Context: an optimization exercise on an open-source flow, tuned for small area and a short achievable clock period. The choices shown serve that exercise and are no tape-out recipe. Function was checked by simulation only, so behaviour that the tests miss may differ from the original. Power is estimated from default activity; no workload was simulated.

## run B
==> flow/design.v <==
package lagarto0_pkg;
	localparam	XLEN					=	64;
	localparam	ISA_SIZE				=	32;
	localparam	ADDR_SIZE			=	64;
	localparam	VADD_SIZE			=	40;
	localparam	ICACHE_LINE_SIZE	=	64;
	localparam	IBLOCK_BYTE			=	ICACHE_LINE_SIZE/8;
	localparam	ILINE_BYTE_OFFSET	=	$clog2(IBLOCK_BYTE);
	localparam	ICACHE_SIZE			=	1024*2;
	localparam	ICACHE_MEM_DEPTH	=	ICACHE_SIZE/IBLOCK_BYTE;
	localparam	ICACHE_IDX_SIZE	=	$clog2(ICACHE_MEM_DEPTH);
	localparam	ICACHE_VPN_SIZE	=	VADD_SIZE-ICACHE_IDX_SIZE-ILINE_BYTE_OFFSET;
	localparam	FETCH_WIDTH			=	ICACHE_LINE_SIZE/ISA_SIZE;
	localparam	ISSUE_WIDTH			=	1;
	localparam	RESET_ADDRESS		=	64'h0000_0000_0000_0000;
	localparam	IQUEUE_DEPTH		=	4;
	localparam	IQUEUE_ADDR_SIZE	=	$clog2(IQUEUE_DEPTH);		
endpackage 
import	lagarto0_pkg::*;
module iqueue(
	input												clk_i,
	input												rst_ni,
	input												flush_i,
	input												wr_i,
	input				[ICACHE_LINE_SIZE-1:0]	data_i,
	input												rd_i,
	output reg		[ISA_SIZE-1:0]				data_o,
	output wire										full_o,
	output wire										empty_o
);
	reg				[3:0]						rsel;		 
	reg											addr_wr;	 
	reg				[ISA_SIZE-1:0]				mem0, mem1, mem2, mem3;
	reg				[3:0]						valid;
	reg											full_q;		 
	reg											empty_q;	 
	wire			wen	= wr_i & ~full_q;
	wire			ren	= rd_i & ~flush_i & ~wen & ~empty_q;
	wire	[ISA_SIZE-1:0]	data_d;
	iq_sel5 u_sel (
		.s0 (ren & rsel[0]), .s1 (ren & rsel[1]), .s2 (ren & rsel[2]), .s3 (ren & rsel[3]), .s4 (~ren),
		.d0 (mem0), .d1 (mem1), .d2 (mem2), .d3 (mem3), .d4 (data_o),
		.y  (data_d)
	);
	always @(posedge clk_i)
	begin
		if (wen & ~addr_wr)
		begin
			mem0 <= data_i[ISA_SIZE-1:0];
			mem1 <= data_i[XLEN-1:ISA_SIZE];
		end
		if (wen & addr_wr)
		begin
			mem2 <= data_i[ISA_SIZE-1:0];
			mem3 <= data_i[XLEN-1:ISA_SIZE];
		end
		data_o <= data_d;
	end
	wire			other_full	= addr_wr ? (&valid[1:0]) : (&valid[3:2]);
	wire			one_left		= ~|(valid & ~rsel);
	always @(posedge clk_i)
	begin
		if (!rst_ni || flush_i)
		begin
			valid		<=	4'b0000;
			rsel		<=	4'b0001;
			addr_wr	<=	1'b0;
			full_q	<=	1'b0;
			empty_q	<=	1'b1;
		end
		else if (wen)
		begin
			if (addr_wr)	valid[3:2] <= 2'b11;
			else				valid[1:0] <= 2'b11;
			addr_wr		<=	~addr_wr;
			full_q		<=	other_full;
			empty_q		<=	1'b0;
		end
		else if (!empty_q)
		begin
			valid				<=	valid & ~rsel;
			rsel				<=	{rsel[2:0], rsel[3]};
			full_q			<=	1'b0;
			empty_q			<=	one_left;
		end
	end
	assign	empty_o = empty_q;
	assign	full_o	= full_q;
endmodule
module iq_sel5 (
	input								s0, s1, s2, s3, s4,
	input		[ISA_SIZE-1:0]		d0, d1, d2, d3, d4,
	output	[ISA_SIZE-1:0]		y
);
	assign y = ({ISA_SIZE{s0}} & d0) | ({ISA_SIZE{s1}} & d1) | ({ISA_SIZE{s2}} & d2) |
	           ({ISA_SIZE{s3}} & d3) | ({ISA_SIZE{s4}} & d4);
endmodule
import	lagarto0_pkg::*;
module Fetch (
	input										clk_i,
	input										rst_ni,
	input		[ICACHE_LINE_SIZE-1:0]	if_instblock_i,
	input										hit_i,
	input										redirect_i,
	input		[ADDR_SIZE-1:0]	redirect_pc_i,
	output		 [ADDR_SIZE-1:0]	pc_next_o,
	output			  [ISA_SIZE-1:0]	if_inst_o
);
	wire							iq_full_w;
	wire							iq_empty_w;
	localparam	NB = ADDR_SIZE-2;			 
	localparam	CW = 8;						 
	localparam	NC = (NB+CW-1)/CW;			 
	reg		[NB-1:0]		p;
	reg		[NC-2:0]		ones;
	wire					en = ~iq_full_w;
	wire	[NC-1:0]		cin;				 
	wire	[NB-1:0]		carry;				 
	wire	[NC-2:0]		ones_inc;			 
	wire	[NC-2:0]		ones_redir;			 
	genvar k, m;
	generate
		for (k=0; k<NC; k=k+1) begin : g_chunk
			localparam LO = k*CW;
			localparam W  = (NB-LO < CW) ? NB-LO : CW;
			if (k == 0)	assign cin[k] = en;
			else			assign cin[k] = en & (&ones[k-1:0]);
			for (m=0; m<W; m=m+1) begin : g_bit
				if (m == 0)	assign carry[LO+m] = cin[k];
				else			assign carry[LO+m] = cin[k] & (&p[LO+m-1:LO]);
			end
			if (k < NC-1) begin : g_flag
				assign ones_inc[k]   = cin[k] ? ((&p[LO+W-1:LO+1]) & ~p[LO]) : ones[k];
				assign ones_redir[k] = &redirect_pc_i[LO+W+1:LO+2];
			end
		end
	endgenerate
	always @(posedge clk_i)
	begin
		if (!rst_ni)
		begin
			p		<= RESET_ADDRESS[ADDR_SIZE-1:2];
			ones	<= {(NC-1){1'b0}};
		end
		else if (redirect_i)
		begin
			p		<= redirect_pc_i[ADDR_SIZE-1:2];
			ones	<= ones_redir;
		end
		else
		begin
			p		<= p ^ carry;
			ones	<= ones_inc;
		end
	end
	assign	pc_next_o = {p, 2'b00};
	iqueue IQ_Fetch(
		.clk_i		(clk_i),
		.rst_ni		(rst_ni),
		.flush_i		(redirect_i),
		.wr_i			(hit_i),
		.data_i		(if_instblock_i),
		.rd_i			(1'b1),
		.data_o		(if_inst_o),
		.full_o		(iq_full_w),
		.empty_o		(iq_empty_w)
	);
endmodule
Settings: LEC_CHECK=0, CAP_MARGIN=20, CORE_MARGIN=2, CORE_UTILIZATION=60, PLACE_DENSITY=0.7, SETUP_SLACK_MARGIN=1.2, SLEW_MARGIN=20; clock period 2.8 ns.
standard.sh (not shown) runs the stock make flow with config.mk's settings and CLKGATE_MAP_FILE= SYNTH_SCRIPT=/design/flow/synth_recipe.tcl, a recipe that flattens the netlist after the stock synthesis.
==> flow/flow/run.sh <==
#!/bin/bash
# Standard ORFS layout (the standard.sh) with two changes:
#  - plain buf_1 cells as the port buffers (ORFS picks clkdlybuf4s50_1 by default),
#  - CTS with larger sink clusters and no dummy loads.
# Each ORFS step writes its own log under orfs/logs/; make's output goes to standard.log.
set -euo pipefail
export BUFFER_PORTS_ARGS="-buffer_cell sky130_fd_sc_hd__buf_1"
export CTS_ARGS="-sink_clustering_enable -repair_clock_nets -dont_use_dummy_load -sink_clustering_size 25 -sink_clustering_max_diameter 80 -buf_list sky130_fd_sc_hd__clkbuf_16"
bash standard.sh > standard.log 2>&1
Run B: full flow OK, the timing, design-rule and antenna checks passed
Inputs modified between run B and run E:
--- a/flow/design.v
+++ b/flow/design.v
@@ -25,78 +25,57 @@
 	input				[ICACHE_LINE_SIZE-1:0]	data_i,
 	input												rd_i,
 	output reg		[ISA_SIZE-1:0]				data_o,
 	output wire										full_o,
 	output wire										empty_o
 );
-	reg				[3:0]						rsel;		 
+	reg				[1:0]						addr_rd;
 	reg											addr_wr;	 
 	reg				[ISA_SIZE-1:0]				mem0, mem1, mem2, mem3;
 	reg				[3:0]						valid;
-	reg											full_q;		 
-	reg											empty_q;	 
-	wire			wen	= wr_i & ~full_q;
-	wire			ren	= rd_i & ~flush_i & ~wen & ~empty_q;
-	wire	[ISA_SIZE-1:0]	data_d;
-	iq_sel5 u_sel (
-		.s0 (ren & rsel[0]), .s1 (ren & rsel[1]), .s2 (ren & rsel[2]), .s3 (ren & rsel[3]), .s4 (~ren),
-		.d0 (mem0), .d1 (mem1), .d2 (mem2), .d3 (mem3), .d4 (data_o),
-		.y  (data_d)
-	);
+	wire			wen	= wr_i & ~full_o;
+	wire			ren	= rd_i & ~flush_i & ~wen & ~empty_o;
+	wire	[3:0]	sel	= {4{ren}} & (4'b0001 << addr_rd);
 	always @(posedge clk_i)
 	begin
 		if (wen & ~addr_wr)
 		begin
 			mem0 <= data_i[ISA_SIZE-1:0];
 			mem1 <= data_i[XLEN-1:ISA_SIZE];
 		end
 		if (wen & addr_wr)
 		begin
 			mem2 <= data_i[ISA_SIZE-1:0];
 			mem3 <= data_i[XLEN-1:ISA_SIZE];
 		end
-		data_o <= data_d;
+		data_o <= ({ISA_SIZE{sel[0]}} & mem0) | ({ISA_SIZE{sel[1]}} & mem1) |
+		          ({ISA_SIZE{sel[2]}} & mem2) | ({ISA_SIZE{sel[3]}} & mem3) |
+		          ({ISA_SIZE{~ren}} & data_o);
 	end
-	wire			other_full	= addr_wr ? (&valid[1:0]) : (&valid[3:2]);
-	wire			one_left		= ~|(valid & ~rsel);
 	always @(posedge clk_i)
 	begin
 		if (!rst_ni || flush_i)
 		begin
 			valid		<=	4'b0000;
-			rsel		<=	4'b0001;
+			addr_rd	<=	2'b00;
 			addr_wr	<=	1'b0;
-			full_q	<=	1'b0;
-			empty_q	<=	1'b1;
 		end
 		else if (wen)
 		begin
 			if (addr_wr)	valid[3:2] <= 2'b11;
 			else				valid[1:0] <= 2'b11;
 			addr_wr		<=	~addr_wr;
-			full_q		<=	other_full;
-			empty_q		<=	1'b0;
 		end
-		else if (!empty_q)
+		else if (!empty_o)
 		begin
-			valid				<=	valid & ~rsel;
-			rsel				<=	{rsel[2:0], rsel[3]};
-			full_q			<=	1'b0;
-			empty_q			<=	one_left;
+			valid[addr_rd]	<=	1'b0;
+			addr_rd 			<=	addr_rd + 1'b1;
 		end
 	end
-	assign	empty_o = empty_q;
-	assign	full_o	= full_q;
-endmodule
-module iq_sel5 (
-	input								s0, s1, s2, s3, s4,
-	input		[ISA_SIZE-1:0]		d0, d1, d2, d3, d4,
-	output	[ISA_SIZE-1:0]		y
-);
-	assign y = ({ISA_SIZE{s0}} & d0) | ({ISA_SIZE{s1}} & d1) | ({ISA_SIZE{s2}} & d2) |
-	           ({ISA_SIZE{s3}} & d3) | ({ISA_SIZE{s4}} & d4);
+	assign	empty_o = ~(|valid);
+	assign	full_o	= &valid;
 endmodule
 import	lagarto0_pkg::*;
 module Fetch (
 	input										clk_i,
 	input										rst_ni,
 	input		[ICACHE_LINE_SIZE-1:0]	if_instblock_i,
Findings:
- From run B to run E the numbers moved as follows: routed wire length shows an increase of 16%, relative contribution of the clock network to total power now sits lower, mean routed wirelength per cell picked up an extra 12%, total via count in the routed design moved up, count of cell instances traversed by the critical path now larger.
- Going from run B to run E, worst ir drop on vdd down about 34%, fraction of the mapped netlist area in compound gates down 3.5 points, number of distinct standard cells referenced by the synthesized netlist up about 14%.

-- re-timing with driven ports --
How much do the figures lean on ideal ports? The routed layouts below were timed once more, with nothing changed but the port constraints. Step 1 sets driving cells, clkbuf_16 on the clock port and buf_2 on the other inputs (assumed; they add their load-dependent delay and slew). Step 2 moves the port delays by t, midway between the first and last clock arrival at a register: inputs arrive t later, outputs are due t later. That takes back most of the time a late clock gives input paths. a / b / c = ideal / step 1 / step 2; a / b = the first two.
run | shift t [ns] | setup WS [ns] | hold WS [ns]
run B | 0.498 | 1.218 / 1.173 / 0.868 | 0.269 / 0.249 / 0.459
run E | 0.501 | 1.069 / 1.069 / 0.615 | 0.272 / 0.253 / 0.499
After both steps every run listed still meets setup and hold. For run E, which loses most, drivers alone change the setup slack by 0.000 ns; drivers and shift together by -0.454 ns.
